What follows belongs to an exercise in optimizing a design on an open flow for small area, a short achievable clock period and few clock cycles; a production flow would make more cautious choices. RTL that was checked went through simulation tests only; none was proved equivalent to the original. No activity file was given, so power comes from the tool's default toggle rates.

==> exp/ember <==
==> flow/design.v <==
`timescale 1ns/10ps
module  ATCONV(
	input		clk,
	input		reset,
	output	reg	busy,
	input		ready,
	output reg	[11:0]	iaddr,
	input signed [12:0]	idata,
	output	reg 	cwr,
	output  reg	[11:0]	caddr_wr,
	output reg 	[12:0] 	cdata_wr,
	output	 	crd,
	output 	[11:0] 	caddr_rd,
	input 	[12:0] 	cdata_rd,
	output reg 	csel
	);
assign crd = 1'b0;
assign caddr_rd = 12'd0;
localparam [12:0] BIAS = 13'h1FF4;    
localparam [12:0] NBIAS = 13'h000C;   
reg        done;        
reg        ending;      
reg  [5:0] bi;          
reg        g;           
reg        p0, p1, p2;  
reg        vm1;         
reg        c_fl;        
wire [5:0] x = iaddr[5:0];
wire [12:0] din = idata;
wire hold = reset | ~busy & ~ready;
wire       col_end = p2 & g;                       
wire       row_end = col_end & ~vm1 & (x == 6'd63);
wire [4:0] bip = bi[4:0] + 5'd1;
wire [4:0] bim = bi[4:0] - 5'd1;
wire       vm1_n = row_end | vm1 & ~col_end;
wire [5:0] x_n = (col_end & ~vm1) ? x + 6'd1 : x;   
wire [5:0] row_n = p0 ? {bi[4:0], g} :
                   p1 ? ((bi[4:0] == 5'd31) ? 6'd63 : {bip, g}) :
                   row_end ? {bi[4:0], 1'b0} :
                   (bi[4:0] == 5'd0) ? 6'd0 : {bim, ~g};
always @(posedge clk) begin
	if (hold) begin
		bi <= 6'd0;
		g <= 1'b0;
		p0 <= 1'b1; p1 <= 1'b0; p2 <= 1'b0;
		vm1 <= 1'b1;
		c_fl <= 1'b1;
		iaddr <= 12'd0;
	end else begin
		if (row_end) bi <= bi + 6'd1;
		if (p2) g <= ~g;
		p0 <= p2; p1 <= p0; p2 <= p1;
		vm1 <= vm1_n;
		c_fl <= vm1_n | (x_n == 6'd0);
		iaddr <= {row_n, x_n};
	end
end
always @(posedge clk) begin
	if (reset) begin
		busy <= 1'b0;
		done <= 1'b0;
	end else begin
		if (~busy & ~done & ready) busy <= 1'b1;
		if (ending) begin
			busy <= 1'b0;
			done <= 1'b1;
		end
	end
end
reg f_valid;
always @(posedge clk)
	f_valid <= c_fl ? (bi != 6'd0) : ~(~vm1 & (x == 6'd1));
reg [12:7] din_h;
reg        p0_h, p1_h, fl_h, vm1_h;
always @(posedge clk) begin
	din_h <= din[12:7];
	p0_h  <= p0;
	p1_h  <= p1;
	fl_h  <= c_fl;
	vm1_h <= vm1;
end
reg  [12:0] sf0, sf1, sf2, sf3;
reg  [12:0] pf0, pf1, pf2, pf3;
reg  [12:0] acc_s, acc_c, acc_o;
reg         cy_s, cy_c, cy_o;   
wire [12:0] sterm = p1 ? {2'b0, din[12:2]} : {4'b0, din[12:4]};
wire [12:0] nsterm = ~sterm;
wire [12:0] cterm = p1 ? din : ~{3'b0, din[12:3]};
wire [12:0] left  = c_fl ? sf3 : sf1;
wire [12:0] o_add = ~c_fl ? nsterm :
                    p0 ? (vm1 ? sf3 : sf1) :
                    p1 ? NBIAS : 13'd0;
wire [12:0] dh      = {din_h, 7'd0};
wire [12:0] sterm_h = p1_h ? {2'b0, dh[12:2]} : {4'b0, dh[12:4]};
wire [12:0] nsterm_h = ~sterm_h;
wire [12:0] cterm_h = p1_h ? dh : ~{3'b0, dh[12:3]};
wire [12:0] left_h  = fl_h ? sf3 : sf1;
wire [12:0] o_add_h = ~fl_h ? nsterm_h :
                      p0_h ? (vm1_h ? sf3 : sf1) : 13'd0;
wire [7:0] s_lo = (p0 ? BIAS[6:0] : acc_s[6:0]) + nsterm[6:0] + 8'd1;
wire [7:0] c_lo = (p0 ? left[6:0] : acc_c[6:0]) + cterm[6:0] + {6'd0, ~p1};
wire [7:0] o_lo = (p0 ? pf1[6:0]  : acc_o[6:0]) + o_add[6:0] + {6'd0, ~c_fl};
wire [5:0] s_hi = (p0_h ? BIAS[12:7]  : acc_s[12:7]) + nsterm_h[12:7] + {5'd0, cy_s};
wire [5:0] c_hi = (p0_h ? left_h[12:7] : acc_c[12:7]) + cterm_h[12:7] + {5'd0, cy_c};
wire [5:0] o_hi = (p0_h ? pf1[12:7]   : acc_o[12:7]) + o_add_h[12:7] + {5'd0, cy_o};
always @(posedge clk) begin
	{cy_s, acc_s[6:0]} <= s_lo;
	{cy_c, acc_c[6:0]} <= c_lo;
	{cy_o, acc_o[6:0]} <= o_lo;
	acc_s[12:7] <= s_hi;
	acc_c[12:7] <= c_hi;
	acc_o[12:7] <= o_hi;
end
wire finish = busy & p0;
reg  finish_h;
always @(posedge clk) finish_h <= finish;
always @(posedge clk) begin
	if (finish) begin
		sf0[6:0] <= sf1[6:0]; sf1[6:0] <= sf2[6:0]; sf2[6:0] <= sf3[6:0]; sf3[6:0] <= acc_s[6:0];
		pf0[6:0] <= pf1[6:0]; pf1[6:0] <= pf2[6:0]; pf2[6:0] <= pf3[6:0]; pf3[6:0] <= acc_c[6:0];
	end
	if (finish_h) begin
		sf0[12:7] <= sf1[12:7]; sf1[12:7] <= sf2[12:7]; sf2[12:7] <= sf3[12:7]; sf3[12:7] <= acc_s[12:7];
		pf0[12:7] <= pf1[12:7]; pf1[12:7] <= pf2[12:7]; pf2[12:7] <= pf3[12:7]; pf3[12:7] <= acc_c[12:7];
	end
end
reg  [11:0] mx;
reg         wr0_h, l1;
wire        wr0 = finish & f_valid & ~ending;
wire [11:0] l0v = acc_o[12] ? 12'd0 : {acc_o[11:7], cdata_wr[6:0]};
always @(posedge clk) begin
	if (reset) begin
		cwr <= 1'b0;
		csel <= 1'b1;
		caddr_wr <= 12'h3FF;
		wr0_h <= 1'b0;
		l1 <= 1'b0;
		ending <= 1'b0;
	end else begin
		wr0_h <= wr0;
		l1 <= wr0_h & ~csel & ~caddr_wr[6] & caddr_wr[0];
		cwr <= wr0_h | l1;
		if (wr0)
			cdata_wr[6:0] <= acc_o[6:0];
		if (wr0_h) begin
			cdata_wr <= {1'b0, l0v};
			csel <= 1'b0;
			if (csel)
				caddr_wr <= {caddr_wr[9:5] + {4'd0, &caddr_wr[4:0]}, 1'b0, caddr_wr[4:0] + 5'd1, 1'b0};
			else if (~caddr_wr[6])
				caddr_wr[6] <= 1'b1;
			else begin
				caddr_wr[6] <= 1'b0;
				caddr_wr[0] <= 1'b1;
			end
		end else if (l1) begin
			cdata_wr <= {{1'b0, mx[11:4]} + {8'd0, mx[3:0] != 4'd0}, 4'd0};
			csel <= 1'b1;
			caddr_wr <= {2'b00, caddr_wr[11:7], caddr_wr[5:1]};
			if ((&caddr_wr[11:7]) & (&caddr_wr[5:1])) ending <= 1'b1;
		end
	end
end
always @(posedge clk) begin
	if (wr0_h & (csel | (l0v > mx)))
		mx <= l0v;
end
endmodule
==> flow/run.sh <==
#!/bin/bash
# synth_recipe.tcl (not shown) runs the flow's synth.tcl, then flattens the netlist and writes it again
# the make line also repeats each setting of config.mk as NAME=value (left out here)
make -C /OpenROAD-flow-scripts/flow DESIGN_CONFIG=/design/flow/config.mk WORK_HOME=/design/flow/orfs CLKGATE_MAP_FILE= SYNTH_SCRIPT=/design/flow/synth_recipe.tcl finish
==> flow/config.mk <==
export PLATFORM = sky130hd
export DESIGN_NAME = ATCONV
export DESIGN_NICKNAME = ATCONV
export VERILOG_FILES = /design/flow/design.v
export SDC_FILE = /design/flow/constraint.sdc
export NUM_CORES = 4
export LEC_CHECK = 0
export CAP_MARGIN = 20
export CORE_MARGIN = 2
export CORE_UTILIZATION = 40
export PLACE_DENSITY = 0.6
export SETUP_SLACK_MARGIN = 2.7
export SLEW_MARGIN = 20
==> flow/constraint.sdc <==
create_clock -name core_clock -period 5.0 [get_ports {clk}]
set_input_delay 1.0000 -clock core_clock [delete_from_list [all_inputs] [get_ports {clk}]]
set_output_delay 1.0000 -clock core_clock [all_outputs]
set_load 0.01 [all_outputs]
==> inputs of exp/harbor, as changes to exp/ember <==
==> flow/design.v, changed modules only <==
module  ATCONV(
	input		clk,
	input		reset,
	output	reg	busy,
	input		ready,
	output reg	[11:0]	iaddr,
	input signed [12:0]	idata,
	output	reg 	cwr,
	output  reg	[11:0]	caddr_wr,
	output reg 	[12:0] 	cdata_wr,
	output	 	crd,
	output 	[11:0] 	caddr_rd,
	input 	[12:0] 	cdata_rd,
	output reg 	csel
	);
assign crd = 1'b0;
assign caddr_rd = 12'd0;
localparam [12:0] BIAS = 13'h1FF4;    
localparam [12:0] NBIAS = 13'h000C;   
reg        done;        
reg        ending;      
reg  [5:0] bi;          
reg        g;           
reg        p0, p1, p2;  
reg        vm1;         
reg        c_fl;        
wire [5:0] x = iaddr[5:0];
reg  [12:0] din;         
wire hold = reset | ~busy & ~ready;
wire       col_end = p2 & g;                       
wire       row_end = col_end & ~vm1 & (x == 6'd63);
wire [4:0] bip = bi[4:0] + 5'd1;
wire [4:0] bim = bi[4:0] - 5'd1;
wire       vm1_n = row_end | vm1 & ~col_end;
wire [5:0] x_n = (col_end & ~vm1) ? x + 6'd1 : x;   
wire [5:0] row_n = p0 ? {bi[4:0], g} :
                   p1 ? ((bi[4:0] == 5'd31) ? 6'd63 : {bip, g}) :
                   row_end ? {bi[4:0], 1'b0} :
                   (bi[4:0] == 5'd0) ? 6'd0 : {bim, ~g};
always @(posedge clk) begin
	if (hold) begin
		bi <= 6'd0;
		g <= 1'b0;
		p0 <= 1'b1; p1 <= 1'b0; p2 <= 1'b0;
		vm1 <= 1'b1;
		c_fl <= 1'b1;
		iaddr <= 12'd0;
	end else begin
		if (row_end) bi <= bi + 6'd1;
		if (p2) g <= ~g;
		p0 <= p2; p1 <= p0; p2 <= p1;
		vm1 <= vm1_n;
		c_fl <= vm1_n | (x_n == 6'd0);
		iaddr <= {row_n, x_n};
	end
end
always @(posedge clk) begin
	if (reset) begin
		busy <= 1'b0;
		done <= 1'b0;
	end else begin
		if (~busy & ~done & ready) busy <= 1'b1;
		if (ending) begin
			busy <= 1'b0;
			done <= 1'b1;
		end
	end
end
reg f_valid, f_valid2;
always @(posedge clk) begin
	if (reset) begin
		f_valid <= 1'b0;
		f_valid2 <= 1'b0;
	end else begin
		f_valid <= c_fl ? (bi != 6'd0) : ~(~vm1 & (x == 6'd1));
		f_valid2 <= f_valid;
	end
end
reg [12:7] din_h;
reg        fl_lo, fl_hi;
always @(posedge clk) begin
	din <= idata;
	din_h <= din[12:7];
	fl_lo <= c_fl;
	fl_hi <= fl_lo;
end
reg  [11:0] sf0, sf1, sf2, sf3;
wire [12:0] sx1 = {1'b1, sf1};
wire [12:0] sx3 = {1'b1, sf3};
reg  [12:0] pf0, pf1, pf2, pf3;
reg  [11:0] acc_s;
reg  [12:0] acc_c, acc_o;
reg         cy_s, cy_c, cy_o;   
wire [12:0] sterm = p2 ? {2'b0, din[12:2]} : {4'b0, din[12:4]};
wire [12:0] nsterm = ~sterm;
wire [12:0] cterm = p2 ? din : ~{3'b0, din[12:3]};
wire [12:0] left  = fl_lo ? sx3 : sx1;
wire [12:0] o_add = ~fl_lo ? nsterm :
                    p1 ? (vm1 ? sx3 : sx1) :
                    p2 ? NBIAS : 13'd0;
wire [12:0] dh      = {din_h, 7'd0};
wire [12:0] sterm_h = p0 ? {2'b0, dh[12:2]} : {4'b0, dh[12:4]};
wire [12:0] nsterm_h = ~sterm_h;
wire [12:0] cterm_h = p0 ? dh : ~{3'b0, dh[12:3]};
wire [12:0] left_h  = fl_hi ? sx3 : sx1;
wire [12:0] o_add_h = ~fl_hi ? nsterm_h :
                      p2 ? (vm1 ? sx3 : sx1) : 13'd0;
function [7:0] add7;
	input [6:0] a, b;
	input       ci;
	reg   [6:0] p, gg, pp;
	integer     k, i, j;
	begin
		p  = a ^ b;
		gg = a & b;
		gg[0] = gg[0] | (p[0] & ci);
		pp = p;
		for (k = 0; k < 3; k = k + 1)
			for (i = 0; i < 7; i = i + 1)
				if (i[k]) begin
					j = ((i >> k) << k) - 1;
					gg[i] = gg[i] | (pp[i] & gg[j]);
					pp[i] = pp[i] & pp[j];
				end
		add7 = {gg[6], p ^ {gg[5:0], ci}};
	end
endfunction
function [5:0] add6;
	input [5:0] a, b;
	input       ci;
	reg   [5:0] p, gg, pp;
	integer     k, i, j;
	begin
		p  = a ^ b;
		gg = a & b;
		gg[0] = gg[0] | (p[0] & ci);
		pp = p;
		for (k = 0; k < 3; k = k + 1)
			for (i = 0; i < 6; i = i + 1)
				if (i[k]) begin
					j = ((i >> k) << k) - 1;
					gg[i] = gg[i] | (pp[i] & gg[j]);
					pp[i] = pp[i] & pp[j];
				end
		add6 = p ^ {gg[4:0], ci};
	end
endfunction
wire [7:0] s_lo = add7(p1 ? BIAS[6:0] : acc_s[6:0], nsterm[6:0], 1'b1);
wire [7:0] c_lo = add7(p1 ? left[6:0] : acc_c[6:0], cterm[6:0], ~p2);
wire [7:0] o_lo = add7(p1 ? pf1[6:0] : acc_o[6:0], o_add[6:0], ~fl_lo);
wire [4:0] s_hi = (p2 ? BIAS[11:7] : acc_s[11:7]) + nsterm_h[11:7] + {4'd0, cy_s};
wire [5:0] c_hi = add6(p2 ? left_h[12:7] : acc_c[12:7], cterm_h[12:7], cy_c);
wire [5:0] o_hi = add6(p2 ? pf1[12:7] : acc_o[12:7], o_add_h[12:7], cy_o);
always @(posedge clk) begin
	{cy_s, acc_s[6:0]} <= s_lo;
	{cy_c, acc_c[6:0]} <= c_lo;
	{cy_o, acc_o[6:0]} <= o_lo;
	acc_s[11:7] <= s_hi;
	acc_c[12:7] <= c_hi;
	acc_o[12:7] <= o_hi;
end
wire finish = busy & p1;
wire finish_h = busy & p2;
always @(posedge clk) begin
	if (finish) begin
		sf0[6:0] <= sf1[6:0]; sf1[6:0] <= sf2[6:0]; sf2[6:0] <= sf3[6:0]; sf3[6:0] <= acc_s[6:0];
		pf0[6:0] <= pf1[6:0]; pf1[6:0] <= pf2[6:0]; pf2[6:0] <= pf3[6:0]; pf3[6:0] <= acc_c[6:0];
	end
	if (finish_h) begin
		sf0[11:7] <= sf1[11:7]; sf1[11:7] <= sf2[11:7]; sf2[11:7] <= sf3[11:7]; sf3[11:7] <= acc_s[11:7];
		pf0[12:7] <= pf1[12:7]; pf1[12:7] <= pf2[12:7]; pf2[12:7] <= pf3[12:7]; pf3[12:7] <= acc_c[12:7];
	end
end
reg  [11:0] mx;
reg         wr0_h, l1;
wire        wr0 = finish & f_valid2 & ~ending;
wire [11:0] l0v = acc_o[12] ? 12'd0 : {acc_o[11:7], cdata_wr[6:0]};
always @(posedge clk) begin
	if (reset) begin
		cwr <= 1'b0;
		csel <= 1'b1;
		caddr_wr <= 12'h3FF;
		wr0_h <= 1'b0;
		l1 <= 1'b0;
		ending <= 1'b0;
	end else begin
		wr0_h <= wr0;
		l1 <= wr0_h & ~csel & ~caddr_wr[6] & caddr_wr[0];
		cwr <= wr0_h | l1;
		if (wr0)
			cdata_wr[6:0] <= acc_o[6:0];
		if (wr0_h) begin
			cdata_wr <= {1'b0, l0v};
			csel <= 1'b0;
			if (csel)
				caddr_wr <= {caddr_wr[9:5] + {4'd0, &caddr_wr[4:0]}, 1'b0, caddr_wr[4:0] + 5'd1, 1'b0};
			else if (~caddr_wr[6])
				caddr_wr[6] <= 1'b1;
			else begin
				caddr_wr[6] <= 1'b0;
				caddr_wr[0] <= 1'b1;
			end
		end else if (l1) begin
			cdata_wr <= {{1'b0, mx[11:4]} + {8'd0, mx[3:0] != 4'd0}, 4'd0};
			csel <= 1'b1;
			caddr_wr <= {2'b00, caddr_wr[11:7], caddr_wr[5:1]};
			if ((&caddr_wr[11:7]) & (&caddr_wr[5:1])) ending <= 1'b1;
		end
	end
end
always @(posedge clk) begin
	if (wr0_h & (csel | (l0v > mx)))
		mx <= l0v;
end
endmodule
==> notes <==
- Die area is about the same in exp/ember and exp/harbor.
- Area after synthesis is about the same in exp/ember and exp/harbor.
- Count of clock-buffer cells in the layout: exp/harbor is higher than exp/ember (17).
- In register-to-register slack, exp/harbor and exp/ember hardly differ.
- In exp/harbor the routed wire length is higher than in exp/ember, by about 6.5%.
- Against exp/ember, the synthesized cell count of exp/harbor is smaller by 4.5%.
- In exp/harbor the sequential share of layout area is lower than in exp/ember, by 0.14 points.
==> figures <==
quantity                                                                      exp/harbor                exp/ember
Status                                                           complete, no violations  complete, no violations
Layout-to-synthesis area ratio                                                    1.235x                   1.205x
Initial core utilization                                                           40.5%                    40.4%
Reg power frac                                                                     46.0%                    48.5%
HPWL after detailed placement                                                   12000 um                 12200 um
Met2 track utilization from global routing                                         24.0%                    23.6%
Number of logic stages on the critical path including buffering                        9                       12
Part of the Yosys area used for sequential elements                                54.6%                    53.4%
Post-route clock period utilization                                                48.2%                    50.8%
Layout Cell Area excl Fill                                                    11600 um^2               11400 um^2
Post-synthesis xor/xnor area fraction                                              3.53%                    4.09%
Largest net degree at the start of global routing                                     44                       45
Clock tree cell share of total cell area                                           6.00%                    5.10%
Cell-internal power                                                            0.00346 W                0.00316 W
DIE WIDTH                                                                         157 um                   158 um
Testbench counts of exp/harbor, summed over its fixed seeds: cycles 199,952.
The RTL of exp/ember was laid out without a check of its function.

## re-timing with driven ports
The flow's constraints put no driver on any port. The routed layouts listed below were extracted and timed again, unchanged, in two steps. Step 1 assumes that a clkbuf_16 drives the clock port and a buf_2 every other input. Step 2 times the ports against the registers' clock, not the clock port: input delays grow and output delays shrink by t, the midpoint of the rising clock arrivals with the driver on. Three values: ideal, step 1, step 2; two values: the first two.
run	t, ns	setup WS [ns]	latest minus earliest clock arrival (ns)	slew at the worst register clock pin (ns)	pins driven straight from the clock port
exp/ember	0.473	2.461 / 2.488 / 2.016	0.015 / 0.015	0.08 / 0.08	1
exp/harbor	0.546	2.592 / 2.592 / 2.373	0.022 / 0.022	0.06 / 0.06	1
After both steps setup and hold are still met in every run listed. For exp/ember, which loses most, drivers alone change the setup slack by +0.027 ns; drivers and shift together by -0.445 ns.
